Context: an optimization exercise on an open-source flow, tuned for small area, a short achievable clock period and few clock cycles. The choices shown serve that exercise and are no tape-out recipe. The RTL was checked by simulation tests, not by an equivalence proof against the original design.

P:
## pawd_crack
module pawd_crack(
    input clk,
    input reset_n,
    input [0:127] password_hash,
    input [4:0] blocknum,
    input btn_pressed,
    output reg find,
    output [7:0] out0,
    output [7:0] out1,
    output [7:0] out2,
    output [7:0] out3,
    output [7:0] out4,
    output [7:0] out5,
    output [7:0] out6,
    output [7:0] out7
    );
    localparam [31:0] IVA = 32'h67452301, IVB = 32'hefcdab89,
                      IVC = 32'h98badcfe, IVD = 32'h10325476;
    localparam [1:0] IDLE = 2'd0, LOAD = 2'd1, RUN = 2'd2, DONE = 2'd3;
    function [31:0] kpn; input [5:0] r; begin
        kpn =
            ({32{r == 6'd0}} & 32'h18f7e786) |
            ({32{r == 6'd1}} & 32'h2420715b) |
            ({32{r == 6'd2}} & 32'hc1bdceee) |
            ({32{r == 6'd3}} & 32'hf57c0faf) |
            ({32{r == 6'd4}} & 32'h4787c62a) |
            ({32{r == 6'd5}} & 32'ha8304613) |
            ({32{r == 6'd6}} & 32'hfd469501) |
            ({32{r == 6'd7}} & 32'h698098d8) |
            ({32{r == 6'd8}} & 32'h8b44f7af) |
            ({32{r == 6'd9}} & 32'hffff5bb1) |
            ({32{r == 6'd10}} & 32'h895cd7be) |
            ({32{r == 6'd11}} & 32'h6b901122) |
  ...
clock: 10.0 ns
lec_check: 0
abc_area: 1
cap_margin: 20
core_margin: 2
core_utilization: 40
place_density: 0.6
slew_margin: 20
standard.sh (not shown) runs the stock make flow with config.mk's settings and CLKGATE_MAP_FILE= SYNTH_SCRIPT=/design/flow/synth_recipe.tcl, a recipe that flattens the netlist after the stock synthesis.
==> flow/flow/run.sh <==
#!/bin/bash
set -o pipefail
export BUFFER_PORTS_ARGS="-buffer_cell sky130_fd_sc_hd__buf_1"
export SETUP_SLACK_MARGIN=6.2
bash standard.sh > standard.log 2>&1
Testbench counts of P, summed over its fixed seeds: cycles 213,774.
[inputs] T vs P
-- flow/design.v --
<<< P, line 224
    end
    wire [6:0] rn = rnd + 7'd1;
    wire [6:0] rs = ph ? rn : rnd;      
    always @(posedge clk) begin
        ld1 <= load0;
        kc <= 4'b0001 << (rs[1:0] - 2'd1);
        case (rs[1:0])
            2'd1: Hc <= {password_hash[24:31], password_hash[16:23], password_hash[8:15], password_hash[0:7]};
            2'd2: Hc <= {password_hash[120:127], password_hash[112:119], password_hash[104:111], password_hash[96:103]};
            2'd3: Hc <= {password_hash[88:95], password_hash[80:87], password_hash[72:79], password_hash[64:71]};
            default: Hc <= {password_hash[56:63], password_hash[48:55], password_hash[40:47], password_hash[32:39]};
        endcase
        if (ck) begin
            if (ph) hf <= hit;
>>> T, line 224
    end
    wire [6:0] rn = rnd + 7'd1;
    always @(posedge clk) begin
        ld1 <= load0;
        if (ck) begin
            if (ph) hf <= hit;
<<< P, line 254
                rnd <= rn;
                xs <= xseln(rnd[5:0]);
            end
            fg <= 4'b0001 << rs[5:4];
            ck <= (rs >= 7'd61) && (rs <= 7'd64);
        end
    end
>>> T, line 246
                rnd <= rn;
                xs <= xseln(rnd[5:0]);
                fg <= 4'b0001 << rn[5:4];
                ck <= (rn >= 7'd61) && (rn <= 7'd64);
                kc <= 4'b0001 << (rn[1:0] - 2'd1);
                case (rn[1:0])
                    2'd1: Hc <= {password_hash[24:31], password_hash[16:23], password_hash[8:15], password_hash[0:7]};
                    2'd2: Hc <= {password_hash[120:127], password_hash[112:119], password_hash[104:111], password_hash[96:103]};
                    2'd3: Hc <= {password_hash[88:95], password_hash[80:87], password_hash[72:79], password_hash[64:71]};
                    default: Hc <= {password_hash[56:63], password_hash[48:55], password_hash[40:47], password_hash[32:39]};
                endcase
            end
        end
    end
### Flow results
- Going from P to T, fmax grows by about 2.8%.
- T vs. P: final design instance area without fill now sits higher.
- Going from P to T, global-route wire length before repair grew by a few percent.
- Area of the die delta for T relative to P: about 1% higher
- Looking at endpoint arrival time on the critical path, T sits below P.
- Layout overhead on the synthesized area was higher in the run labelled T.
- Final-layout worst hold slack was higher in P than in T.
Testbench counts of T, summed over its fixed seeds: cycles 213,774.

* * *

amber:
pawd_crack, a different RTL version from the one above (not shown whole).
Size in the first run: ~200 I/O pins, ~25000 um2 of cells after synthesis.
==> flow/config.mk <==
export PLATFORM = sky130hd
export DESIGN_NAME = pawd_crack
export DESIGN_NICKNAME = pawd_crack
export VERILOG_FILES = /design/flow/design.v
export SDC_FILE = /design/flow/constraint.sdc
export NUM_CORES = 4
export LEC_CHECK = 0
export ABC_AREA = 1
export CAP_MARGIN = 20
export CORE_MARGIN = 2
export CORE_UTILIZATION = 40
export PLACE_DENSITY = 0.6
export SLEW_MARGIN = 20
==> flow/constraint.sdc <==
create_clock -name core_clock -period 10.0 [get_ports {clk}]
set_input_delay 2.0000 -clock core_clock [delete_from_list [all_inputs] [get_ports {clk}]]
set_output_delay 2.0000 -clock core_clock [all_outputs]
set_load 0.01 [all_outputs]
Scripts as last shown in full above: flow/flow/run.sh
Testbench counts of amber, summed over its fixed seeds: cycles 213,774.
Changes in lagoon relative to amber:
diff --git a/flow/design.v b/flow/design.v
--- a/flow/design.v
+++ b/flow/design.v
@@ -133,41 +133,56 @@
     reg cy;
     integer j;
     always @(*) begin
         if (G[3:0] == 4'd8) begin G2[3:0] = 4'd0; cy = 1'b1; end
         else begin G2[3:0] = G[3:0] + 4'd2; cy = 1'b0; end
         for (j = 1; j < 8; j = j + 1) begin
             if (cy) begin
                 if (G[4*j +: 4] == 4'd9) G2[4*j +: 4] = 4'd0;
                 else begin G2[4*j +: 4] = G[4*j +: 4] + 4'd1; cy = 1'b0; end
             end else G2[4*j +: 4] = G[4*j +: 4];
         end
     end
+    function [31:0] padd; input [31:0] x, y;
+        reg [31:0] g, p, gn, pn;
+        integer l, i, jj;
+        begin
+            g = x & y; p = x ^ y;
+            for (l = 0; l < 5; l = l + 1) begin
+                gn = g; pn = p;
+                for (i = 0; i < 32; i = i + 1) begin
+                    if ((i >> l) & 1) begin jj = ((i >> l) << l) - 1; gn[i] = g[i] | (p[i] & g[jj]); pn[i] = p[i] & p[jj]; end
+                end
+                g = gn; p = pn;
+            end
+            padd = (x ^ y) ^ {g[30:0], 1'b0};
+        end
+    endfunction
     wire [31:0] F = ({32{fg[0]}} & ((B & C) | (~B & D)))
                   | ({32{fg[1]}} & ((D & B) | (~D & C)))
                   | ({32{fg[2]}} & (B ^ C ^ D))
                   | ({32{fg[3]}} & (C ^ (B | ~D)));
     wire [31:0] Gt = {G[31:1], ph};    
     wire [31:0] Xn = ({32{xs[0]}} & xw0(Gt)) | ({32{xs[1]}} & xw1(Gt));
     always @(posedge clk) begin
         T1 <= S + F + Xn;
         D1 <= D;
         B1 <= B;
         C1 <= C;
         sh1 <= rotamt(rnd[5:0]);
         rb <= rnd[5:0];
     end
     wire [63:0] T1d = {T1, T1} << sh1;
-    wire [31:0] Bn = B1 + T1d[63:32];
-    wire [31:0] Sn = D1 + kpn(rb);       
+    wire [31:0] Bn = padd(B1, T1d[63:32]);
+    wire [31:0] Sn = padd(D1, kpn(rb));       
     wire [31:0] Kc = ({32{kc[0]}} & IVA) | ({32{kc[1]}} & IVD)
                    | ({32{kc[2]}} & IVC) | ({32{kc[3]}} & IVB);
     wire [31:0] cin = B ^ Kc ^ Hc;
     wire [31:0] cout = (B & Kc) | (B & cin) | (Kc & cin);
     wire hit = ~cin[0] & (cin[31:1] == cout[30:0]);
     wire run = (st == RUN);
     wire n0 = a0 & hl;
     wire n1 = a1 & hf;
     wire last = rnd[6] & rnd[0];                     
     wire found = run && dk && last && (n0 | n1);
     wire drop = run && dk && !(n0 | n1);
     wire load0 = (st == LOAD) || drop;               
==> comparison <==
lagoon was carried through to the last stage, and its layout satisfied the timing, design-rule and antenna checks. Comparing lagoon with amber, the clock latency of the later-clocked register in the worst-skew pair came out essentially unchanged. As of lagoon, non-clock buffer count had risen by more than 10% compared to amber. Going from amber to lagoon, synthesized cell count moved down, flip-flop and latch area level. In the flow results for amber and lagoon, the routed wire length is larger on amber. As far as flip-flop and latch count goes, amber and lagoon are indistinguishable; the numbers are identical. Number of port buffers came out exactly the same in amber and lagoon. lagoon ends up with a mux contribution to synthesized area that is 0.84 points higher than in amber. In lagoon relative to amber, cell count had gone down by a few percent. lagoon: aggregate global-route resource usage lower than amber.
Testbench counts of lagoon, summed over its fixed seeds: cycles 213,774.

-- what the ideal ports hide --
In the flow no input, the clock included, has a driving cell. The finished layouts below were timed again as built, in two steps. Step 1 assumes that a clkbuf_16 drives the clock port and a buf_2 every other input. Step 2 times the ports against the registers' clock, not the clock port: input delays grow and output delays shrink by t, the midpoint of the rising clock arrivals with the driver on. a / b / c = ideal ports / drivers / drivers and shift; a / b = the first two.
| run | shift t [ns] | setup WS [ns] | worst hold slack (ns) | worst setup path after step 2 | worst data-port slew with drivers (ns) |
|---|---|---|---|---|---|
| P | 0.617 | 6.161 / 6.161 / 6.161 | 0.376 / 0.376 / 0.376 | register to register | 0.06 |
| T | 0.641 | 6.265 / 6.265 / 6.265 | 0.367 / 0.367 / 0.367 | register to register | 0.05 |
| amber | 0.637 | 6.211 / 6.211 / 6.211 | 0.368 / 0.368 / 0.368 | register to register | 0.04 |
| lagoon | 0.635 | 6.209 / 6.209 / 6.209 | 0.373 / 0.373 / 0.373 | register to register | 0.05 |
After both steps every run listed still meets setup and hold.
